Context: an optimization exercise on an open-source flow, tuned for small area. The choices shown serve that exercise and are no tape-out recipe. In this exercise RTL edits were held to simulation tests only and were not proved equivalent to the original. Power figures rest on the tool's default switching activity, not on a simulated workload.

==> inputs of run B <==
// conv_neuron_layer_ffanout
module conv_neuron_layer_ffanout
  #
  (
   parameter LAYER_SIZE       = 10,
   parameter LAYER_SIZE_ORDER = 4,
   parameter FEATURE_WIDTH    = 8,
   parameter WEIGHT_WIDTH     = 8,
   parameter WEIGHT_MEM_ORDER = 5,
   parameter OUTPUT_WIDTH     = 8,
   parameter OUTPUT_SHIFT     = 0,
   parameter BIAS_SHIFT       = 0,
   parameter ReLU             = "TRUE"
   )
  (
   input logic                         clk,
   input logic [FEATURE_WIDTH-1:0]     feature_stream,
   input logic                         feature_first,
   input logic                         feature_last,
   input logic [WEIGHT_WIDTH-1:0]      weight_stream,
   input logic [LAYER_SIZE_ORDER-1:0]  weight_id,
   input logic                         weight_first,
   input logic                         weight_last,
   output logic [OUTPUT_WIDTH-1:0]     output_stream,
   output logic [LAYER_SIZE_ORDER-1:0] output_id,
   output logic                        output_valid
   );
clock: 6.0 ns
lec_check: 0
cap_margin: 20
core_margin: 2
core_utilization: 40
cts_buf_list: sky130_fd_sc_hd__clkbuf_16
cts_cluster_diameter: 80
cts_cluster_size: 30
place_density: 0.7
slew_margin: 20
synth_hierarchical: 1
synth_minimum_keep_size: 0
run.sh (not shown) runs the stock make flow with config.mk's settings and CLKGATE_MAP_FILE= SYNTH_SCRIPT=/design/flow/synth_recipe.tcl, a recipe that flattens the netlist after the stock synthesis.
==> run M (differences from run B) <==
--- a/flow/design.v
+++ b/flow/design.v
@@ -17,63 +17,45 @@
    );
    logic [31:0][7:0] ring;      
    logic [7:0]       bias;
    logic [7:0]       w, w_rn;
    logic [20:0]      acc, ain, sum;
    logic [1:0]       cr, cin, cout;
    logic [13:0]      acc_hi;
    always_ff @(posedge clk)
-      if (bias_we) bias <= bdata ^ 8'h80;    
+      if (bias_we) bias <= bdata;
    genvar gr;
    generate
       for (gr = 0; gr < 8; gr++) begin : g_RING
          always_ff @(posedge clk) begin
             ring[4*gr+0] <= ring[4*gr+1];
             ring[4*gr+1] <= ring[4*gr+2];
             ring[4*gr+2] <= ring[4*gr+3];
             ring[4*gr+3] <= ~(({8{ins_x[gr]}} & wdx) | ({8{ins_y[gr]}} & wdy) |
                              ({8{ins_k[gr]}} & ring[4*gr+0]));
          end
       end
    endgenerate
-   logic [7:0][10:0] grp_n;
-   genvar gb, gg;
-   generate
-      for (gb = 0; gb < 8; gb++) begin : g_RBIT
-         for (gg = 0; gg < 10; gg++) begin : g_RGRP
-            conv_aoi222 u_aoi
-              (.a1(rsel[3*gg]),   .b1(ring[3*gg][gb]),
-               .a2(rsel[3*gg+1]), .b2(ring[3*gg+1][gb]),
-               .a3(rsel[3*gg+2]), .b3(ring[3*gg+2][gb]),
-               .y(grp_n[gb][gg]));
-         end
-         conv_aoi222 u_aoi_last
-           (.a1(rsel[30]), .b1(ring[30][gb]),
-            .a2(rsel[31]), .b2(ring[31][gb]),
-            .a3(rsel[31]), .b3(ring[31][gb]),
-            .y(grp_n[gb][10]));
-         assign w[gb] = ~&grp_n[gb];
-      end
-   endgenerate
-   assign ain = first ? {13'd0, bias} : acc;
+   always_comb begin
+      w = '0;
+      for (int k = 0; k < 32; k++)
+        w = w | (ring[k] & {8{rsel[k]}});
+   end
+   assign ain = first ? {{13{bias[7]}}, bias} : acc;
    assign cin = first ? 2'b00 : cr;
    conv_mac u_mac (.wn(w_rn), .f(feat), .fn(feat_n), .ain(ain), .cin(cin), .sum(sum), .cout(cout));
    always_ff @(posedge clk) begin
       w_rn <= ~(w ^ {8{rpol}});
       acc <= sum;
       cr  <= cout;
    end
    assign acc_hi = acc[20:7] + {cr[1], 4'd0, cr[0], 1'b0};
-   assign result = (acc_hi[13] || acc_hi == 14'd0) ? 7'd0 :
-                   (acc_hi != 14'd1) ? 7'h7f : acc[6:0];
+   assign result = acc_hi[13] ? 7'd0 : (|acc_hi) ? 7'h7f : acc[6:0];
 endmodule  
-module conv_aoi222 (input logic a1, b1, a2, b2, a3, b3, output logic y);
-  assign y = ~((a1 & b1) | (a2 & b2) | (a3 & b3));
-endmodule
 module conv_mac (
   input  logic [7:0]  wn,      
   input  logic [7:0]  f,       
   input  logic [7:0]  fn,      
   input  logic [20:0] ain,
   input  logic [1:0]  cin,
   output logic [20:0] sum,
   output logic [1:0]  cout);
@@ -475,30 +457,27 @@
   always_comb
     for (int r = 0; r < 8; r++)
       for (int p = 0; p < 4; p++)
         rsel[4*r+p] = (raddr[4:2] == r) && (rpos == p);
   logic [7*LAYER_SIZE-1:0] result;
   genvar gi;
   generate
     for (gi = 1; gi <= LAYER_SIZE; gi++) begin : g_NEURONS
-      logic [7:0] hx, hy, hk;
-      for (genvar r = 0; r < 8; r++) begin : g_INS
-        conv_and2 u_hx (.a(xn[gi]), .b(xr[r]), .y(hx[r]));
-        conv_and2 u_hy (.a(yn[gi]), .b(yr[r]), .y(hy[r]));
-        conv_nor2 u_hk (.a(hx[r]),  .b(hy[r]), .y(hk[r]));
-      end
+      logic [7:0] hx, hy;
+      assign hx = {8{xn[gi]}} & xr;
+      assign hy = {8{yn[gi]}} & yr;
       conv_neuron u_conv_neuron
         (
          .clk     (clk),
          .wdx     (xdat),
          .wdy     (ydat),
          .ins_x   (hx),
          .ins_y   (hy),
-         .ins_k   (hk),
+         .ins_k   (~(hx | hy)),
          .bdata   (weight_stream),
          .bias_we (weight_first && weight_id == gi),
          .rsel    (rsel),
          .rpol    (rpol),
          .feat    (feat_r),
          .feat_n  (feat_rn),
          .first   (first_r),
          .result  (result[7*(gi-1) +: 7])
@@ -521,14 +500,8 @@
         if (out_id == LAYER_SIZE) out_valid <= 1'b0;
       end
     end
   end
   assign output_stream = {1'b0, out_sr[1]};
   assign output_id     = out_id;
   assign output_valid  = out_valid;
 endmodule  
-module conv_nor2 (input logic a, b, output logic y);
-  assign y = ~(a | b);
-endmodule
-module conv_and2 (input logic a, b, output logic y);
-  assign y = a & b;
-endmodule
==> flow/config.mk (replaced) <==
export PLATFORM = sky130hd
export DESIGN_NAME = conv_neuron_layer_ffanout
export DESIGN_NICKNAME = conv_neuron_layer_ffanout
export VERILOG_FILES = /design/flow/design.v
export SDC_FILE = /design/flow/constraint.sdc
export NUM_CORES = 4
export LEC_CHECK = 0
export CAP_MARGIN = 0
export CORE_MARGIN = 2
export CORE_UTILIZATION = 40
export CTS_BUF_LIST = sky130_fd_sc_hd__clkbuf_16
export CTS_CLUSTER_DIAMETER = 80
export CTS_CLUSTER_SIZE = 30
export SLEW_MARGIN = 0
export SYNTH_HIERARCHICAL = 1
export SYNTH_MINIMUM_KEEP_SIZE = 0
==> run D (differences from run B) <==
--- a/flow/design.v
+++ b/flow/design.v
@@ -17,63 +17,45 @@
    );
    logic [31:0][7:0] ring;      
    logic [7:0]       bias;
    logic [7:0]       w, w_rn;
    logic [20:0]      acc, ain, sum;
    logic [1:0]       cr, cin, cout;
    logic [13:0]      acc_hi;
    always_ff @(posedge clk)
-      if (bias_we) bias <= bdata ^ 8'h80;    
+      if (bias_we) bias <= bdata;
    genvar gr;
    generate
       for (gr = 0; gr < 8; gr++) begin : g_RING
          always_ff @(posedge clk) begin
             ring[4*gr+0] <= ring[4*gr+1];
             ring[4*gr+1] <= ring[4*gr+2];
             ring[4*gr+2] <= ring[4*gr+3];
             ring[4*gr+3] <= ~(({8{ins_x[gr]}} & wdx) | ({8{ins_y[gr]}} & wdy) |
                              ({8{ins_k[gr]}} & ring[4*gr+0]));
          end
       end
    endgenerate
-   logic [7:0][10:0] grp_n;
-   genvar gb, gg;
-   generate
-      for (gb = 0; gb < 8; gb++) begin : g_RBIT
-         for (gg = 0; gg < 10; gg++) begin : g_RGRP
-            conv_aoi222 u_aoi
-              (.a1(rsel[3*gg]),   .b1(ring[3*gg][gb]),
-               .a2(rsel[3*gg+1]), .b2(ring[3*gg+1][gb]),
-               .a3(rsel[3*gg+2]), .b3(ring[3*gg+2][gb]),
-               .y(grp_n[gb][gg]));
-         end
-         conv_aoi222 u_aoi_last
-           (.a1(rsel[30]), .b1(ring[30][gb]),
-            .a2(rsel[31]), .b2(ring[31][gb]),
-            .a3(rsel[31]), .b3(ring[31][gb]),
-            .y(grp_n[gb][10]));
-         assign w[gb] = ~&grp_n[gb];
-      end
-   endgenerate
-   assign ain = first ? {13'd0, bias} : acc;
+   always_comb begin
+      w = '0;
+      for (int k = 0; k < 32; k++)
+        w = w | (ring[k] & {8{rsel[k]}});
+   end
+   assign ain = first ? {{13{bias[7]}}, bias} : acc;
    assign cin = first ? 2'b00 : cr;
    conv_mac u_mac (.wn(w_rn), .f(feat), .fn(feat_n), .ain(ain), .cin(cin), .sum(sum), .cout(cout));
    always_ff @(posedge clk) begin
       w_rn <= ~(w ^ {8{rpol}});
       acc <= sum;
       cr  <= cout;
    end
    assign acc_hi = acc[20:7] + {cr[1], 4'd0, cr[0], 1'b0};
-   assign result = (acc_hi[13] || acc_hi == 14'd0) ? 7'd0 :
-                   (acc_hi != 14'd1) ? 7'h7f : acc[6:0];
+   assign result = acc_hi[13] ? 7'd0 : (|acc_hi) ? 7'h7f : acc[6:0];
 endmodule  
-module conv_aoi222 (input logic a1, b1, a2, b2, a3, b3, output logic y);
-  assign y = ~((a1 & b1) | (a2 & b2) | (a3 & b3));
-endmodule
 module conv_mac (
   input  logic [7:0]  wn,      
   input  logic [7:0]  f,       
   input  logic [7:0]  fn,      
   input  logic [20:0] ain,
   input  logic [1:0]  cin,
   output logic [20:0] sum,
   output logic [1:0]  cout);
@@ -475,30 +457,27 @@
   always_comb
     for (int r = 0; r < 8; r++)
       for (int p = 0; p < 4; p++)
         rsel[4*r+p] = (raddr[4:2] == r) && (rpos == p);
   logic [7*LAYER_SIZE-1:0] result;
   genvar gi;
   generate
     for (gi = 1; gi <= LAYER_SIZE; gi++) begin : g_NEURONS
-      logic [7:0] hx, hy, hk;
-      for (genvar r = 0; r < 8; r++) begin : g_INS
-        conv_and2 u_hx (.a(xn[gi]), .b(xr[r]), .y(hx[r]));
-        conv_and2 u_hy (.a(yn[gi]), .b(yr[r]), .y(hy[r]));
-        conv_nor2 u_hk (.a(hx[r]),  .b(hy[r]), .y(hk[r]));
-      end
+      logic [7:0] hx, hy;
+      assign hx = {8{xn[gi]}} & xr;
+      assign hy = {8{yn[gi]}} & yr;
       conv_neuron u_conv_neuron
         (
          .clk     (clk),
          .wdx     (xdat),
          .wdy     (ydat),
          .ins_x   (hx),
          .ins_y   (hy),
-         .ins_k   (hk),
+         .ins_k   (~(hx | hy)),
          .bdata   (weight_stream),
          .bias_we (weight_first && weight_id == gi),
          .rsel    (rsel),
          .rpol    (rpol),
          .feat    (feat_r),
          .feat_n  (feat_rn),
          .first   (first_r),
          .result  (result[7*(gi-1) +: 7])
@@ -521,14 +500,8 @@
         if (out_id == LAYER_SIZE) out_valid <= 1'b0;
       end
     end
   end
   assign output_stream = {1'b0, out_sr[1]};
   assign output_id     = out_id;
   assign output_valid  = out_valid;
 endmodule  
-module conv_nor2 (input logic a, b, output logic y);
-  assign y = ~(a | b);
-endmodule
-module conv_and2 (input logic a, b, output logic y);
-  assign y = a & b;
-endmodule
--- a/flow/config.mk
+++ b/flow/config.mk
@@ -6,12 +6,11 @@
 export NUM_CORES = 4
 export LEC_CHECK = 0
 export CAP_MARGIN = 20
 export CORE_MARGIN = 2
 export CORE_UTILIZATION = 40
 export CTS_BUF_LIST = sky130_fd_sc_hd__clkbuf_16
 export CTS_CLUSTER_DIAMETER = 80
 export CTS_CLUSTER_SIZE = 30
-export PLACE_DENSITY = 0.7
 export SLEW_MARGIN = 20
 export SYNTH_HIERARCHICAL = 1
 export SYNTH_MINIMUM_KEEP_SIZE = 0
==> run A (differences from run B) <==
--- a/flow/design.v
+++ b/flow/design.v
@@ -17,17 +17,17 @@
    );
    logic [31:0][7:0] ring;      
    logic [7:0]       bias;
    logic [7:0]       w, w_rn;
    logic [20:0]      acc, ain, sum;
    logic [1:0]       cr, cin, cout;
    logic [13:0]      acc_hi;
    always_ff @(posedge clk)
-      if (bias_we) bias <= bdata ^ 8'h80;    
+      if (bias_we) bias <= bdata;
    genvar gr;
    generate
       for (gr = 0; gr < 8; gr++) begin : g_RING
          always_ff @(posedge clk) begin
             ring[4*gr+0] <= ring[4*gr+1];
             ring[4*gr+1] <= ring[4*gr+2];
             ring[4*gr+2] <= ring[4*gr+3];
             ring[4*gr+3] <= ~(({8{ins_x[gr]}} & wdx) | ({8{ins_y[gr]}} & wdy) |
@@ -41,39 +41,40 @@
       for (gb = 0; gb < 8; gb++) begin : g_RBIT
          for (gg = 0; gg < 10; gg++) begin : g_RGRP
             conv_aoi222 u_aoi
               (.a1(rsel[3*gg]),   .b1(ring[3*gg][gb]),
                .a2(rsel[3*gg+1]), .b2(ring[3*gg+1][gb]),
                .a3(rsel[3*gg+2]), .b3(ring[3*gg+2][gb]),
                .y(grp_n[gb][gg]));
          end
-         conv_aoi222 u_aoi_last
+         conv_aoi22 u_aoi_last
            (.a1(rsel[30]), .b1(ring[30][gb]),
             .a2(rsel[31]), .b2(ring[31][gb]),
-            .a3(rsel[31]), .b3(ring[31][gb]),
             .y(grp_n[gb][10]));
          assign w[gb] = ~&grp_n[gb];
       end
    endgenerate
-   assign ain = first ? {13'd0, bias} : acc;
+   assign ain = first ? {{13{bias[7]}}, bias} : acc;
    assign cin = first ? 2'b00 : cr;
    conv_mac u_mac (.wn(w_rn), .f(feat), .fn(feat_n), .ain(ain), .cin(cin), .sum(sum), .cout(cout));
    always_ff @(posedge clk) begin
       w_rn <= ~(w ^ {8{rpol}});
       acc <= sum;
       cr  <= cout;
    end
    assign acc_hi = acc[20:7] + {cr[1], 4'd0, cr[0], 1'b0};
-   assign result = (acc_hi[13] || acc_hi == 14'd0) ? 7'd0 :
-                   (acc_hi != 14'd1) ? 7'h7f : acc[6:0];
+   assign result = acc_hi[13] ? 7'd0 : (|acc_hi) ? 7'h7f : acc[6:0];
 endmodule  
 module conv_aoi222 (input logic a1, b1, a2, b2, a3, b3, output logic y);
   assign y = ~((a1 & b1) | (a2 & b2) | (a3 & b3));
 endmodule
+module conv_aoi22 (input logic a1, b1, a2, b2, output logic y);
+  assign y = ~((a1 & b1) | (a2 & b2));
+endmodule
 module conv_mac (
   input  logic [7:0]  wn,      
   input  logic [7:0]  f,       
   input  logic [7:0]  fn,      
   input  logic [20:0] ain,
   input  logic [1:0]  cin,
   output logic [20:0] sum,
   output logic [1:0]  cout);
@@ -395,16 +396,18 @@
   logic [3:0][7:0] td;                
   logic [1:0]  xd, yd;                
   logic [3:0]  xid, yid;              
   logic [4:0]  xk, yk;                
   logic        xv, yv;                
   logic [7:0]  xdat, ydat;
   logic [LAYER_SIZE:1] xn, yn;        
   logic [7:0]  xr, yr;                
+  logic [LAYER_SIZE:1] xn_n, yn_n;
+  logic [7:0]  xr_n, yr_n;
   logic        yfirst;                
   logic        clash;                 
   logic        xw, yw;                
   assign ph     = tc[1:0];
   assign word_v = ld_active && !weight_first;
   always_comb begin
     tv[0] = word_v;
     tb[0] = bcur;
@@ -448,16 +451,20 @@
       xn[n] = xw && (xid == n);
       yn[n] = yw && (yid == n);
     end
     for (int r = 0; r < 8; r++) begin
       xr[r] = (xk[4:2] == r);
       yr[r] = (yk[4:2] == r);
     end
   end
+  assign xn_n = ~xn;
+  assign yn_n = ~yn;
+  assign xr_n = ~xr;
+  assign yr_n = ~yr;
   logic [7:0]  feat_r, feat_rn;
   logic        first_r, last_r, last_r2;
   logic [4:0]  rcnt, raddr;
   logic [1:0]  rpos;
   logic [2:0]  rpt;
   logic        rpol;
   logic [31:0] rsel;
   assign raddr = feature_first ? 5'd0 : rcnt;
@@ -477,19 +484,19 @@
       for (int p = 0; p < 4; p++)
         rsel[4*r+p] = (raddr[4:2] == r) && (rpos == p);
   logic [7*LAYER_SIZE-1:0] result;
   genvar gi;
   generate
     for (gi = 1; gi <= LAYER_SIZE; gi++) begin : g_NEURONS
       logic [7:0] hx, hy, hk;
       for (genvar r = 0; r < 8; r++) begin : g_INS
-        conv_and2 u_hx (.a(xn[gi]), .b(xr[r]), .y(hx[r]));
-        conv_and2 u_hy (.a(yn[gi]), .b(yr[r]), .y(hy[r]));
-        conv_nor2 u_hk (.a(hx[r]),  .b(hy[r]), .y(hk[r]));
+        conv_nor2 u_hx (.a(xn_n[gi]), .b(xr_n[r]), .y(hx[r]));
+        conv_nor2 u_hy (.a(yn_n[gi]), .b(yr_n[r]), .y(hy[r]));
+        conv_nor2 u_hk (.a(hx[r]),    .b(hy[r]),   .y(hk[r]));
       end
       conv_neuron u_conv_neuron
         (
          .clk     (clk),
          .wdx     (xdat),
          .wdy     (ydat),
          .ins_x   (hx),
          .ins_y   (hy),
@@ -524,11 +531,8 @@
   end
   assign output_stream = {1'b0, out_sr[1]};
   assign output_id     = out_id;
   assign output_valid  = out_valid;
 endmodule  
 module conv_nor2 (input logic a, b, output logic y);
   assign y = ~(a | b);
 endmodule
-module conv_and2 (input logic a, b, output logic y);
-  assign y = a & b;
-endmodule
--- a/flow/config.mk
+++ b/flow/config.mk
@@ -6,12 +6,11 @@
 export NUM_CORES = 4
 export LEC_CHECK = 0
 export CAP_MARGIN = 20
 export CORE_MARGIN = 2
 export CORE_UTILIZATION = 40
 export CTS_BUF_LIST = sky130_fd_sc_hd__clkbuf_16
 export CTS_CLUSTER_DIAMETER = 80
 export CTS_CLUSTER_SIZE = 30
-export PLACE_DENSITY = 0.7
 export SLEW_MARGIN = 20
 export SYNTH_HIERARCHICAL = 1
 export SYNTH_MINIMUM_KEEP_SIZE = 0
==> summary of the runs <==
- Against run B, the first-iteration DRC count of run A is lower by about 10%.
- Register-to-register slack: run B > run M > run D > run A.
- Run M reached the layout checks and failed them: max-capacitance violations, max-slew violations. Run A produced a clean layout. Run B passed the timing, design-rule and antenna checks. Run D ran to the end with no violations.
- Synthesized cell count: run B is lower than run M (about 9%).
- The lowest global-route usage belongs to run A, the highest to run M.
- The lowest worst hold slack belongs to run A, the highest to run B.
- Clock skew: run D is higher than run B (0.0074 ns).
- Of run B and run D, run D has the higher design area (gap 3.9%, measured against run D).
==> figures <==
Run status: run B complete, no violations; run D complete, no violations; run A complete, no violations; run M failed layout checks
Violated checks: run B -; run D -; run A -; run M max-capacitance violations, max-slew violations
Multi-input gate area in the final layout: run B 45600 um2; run D 47850 um2; run A 44790 um2; run M 47820 um2
Final non-filler cell area: run B 121000 um2; run D 125900 um2; run A 121700 um2; run M 125900 um2
Total vias in the final route: run B 80180; run D 84560; run A 79240; run M 84620
Power per cell area: run B 363.9 nW/um2; run D 360.1 nW/um2; run A 364.7 nW/um2; run M 360.8 nW/um2
Arrival time worst endpoint: run B 5.96 ns; run D 6.03 ns; run A 6.32 ns; run M 6.03 ns
Inverter count: run B 49; run D 176; run A 251; run M 176
Seq power: run B 0.0239 W; run D 0.0239 W; run A 0.0237 W; run M 0.0239 W
WL final: run B 377800 um; run D 435400 um; run A 373300 um; run M 436100 um
Number of antenna cells inserted: run B 27; run D 10; run A 5; run M 7
Max Transition Viols Final: run B 0; run D 0; run A 0; run M 9
DR pass1 iterations: run B 13; run D 14; run A 11; run M 13
Count of inserted tapcells: run B 3724; run D 3781; run A 3724; run M 3781
Sw power: run B 0.01325 W; run D 0.01400 W; run A 0.01355 W; run M 0.01406 W
Switching portion of total power: run B 30.08%; run D 30.88%; run A 30.53%; run M 30.93%
Worst setup skew after layout: run B 0.07295 ns; run D 0.08032 ns; run A 0.08246 ns; run M 0.07969 ns

[what the ideal ports hide]
How much do the figures lean on ideal ports? The routed layouts below were timed once more, with nothing changed but the port constraints.
Step 1, drivers: a clkbuf_16 drives clk and a buf_2 each remaining input, both assumed.
Step 2 adds t to the input delays and takes it off the output delays; t is the mean of the earliest and latest rising clock arrival at the registers after step 1. Input paths then give back, and output paths get back, about the clock's delay inside the block.
Slacks: ideal ports / drivers / drivers and shift; pairs: ideal ports / drivers.
run	t, ns	setup WS [ns]	worst setup path at the end	latest minus earliest clock arrival (ns)	pins driven straight from the clock port
run B	0.928	0.758 / 0.758 / 0.429	input to register	0.083 / 0.083	1
run M	0.994	0.734 / 0.734 / 0.426	input to register	0.087 / 0.087	1
run D	0.966	0.715 / 0.715 / 0.453	input to register	0.088 / 0.088	1
run A	0.941	0.424 / 0.424 / 0.188	input to register	0.085 / 0.085	1
The setup slack of run B, which loses most, moves by 0.000 ns with the drivers and by -0.329 ns with both steps.
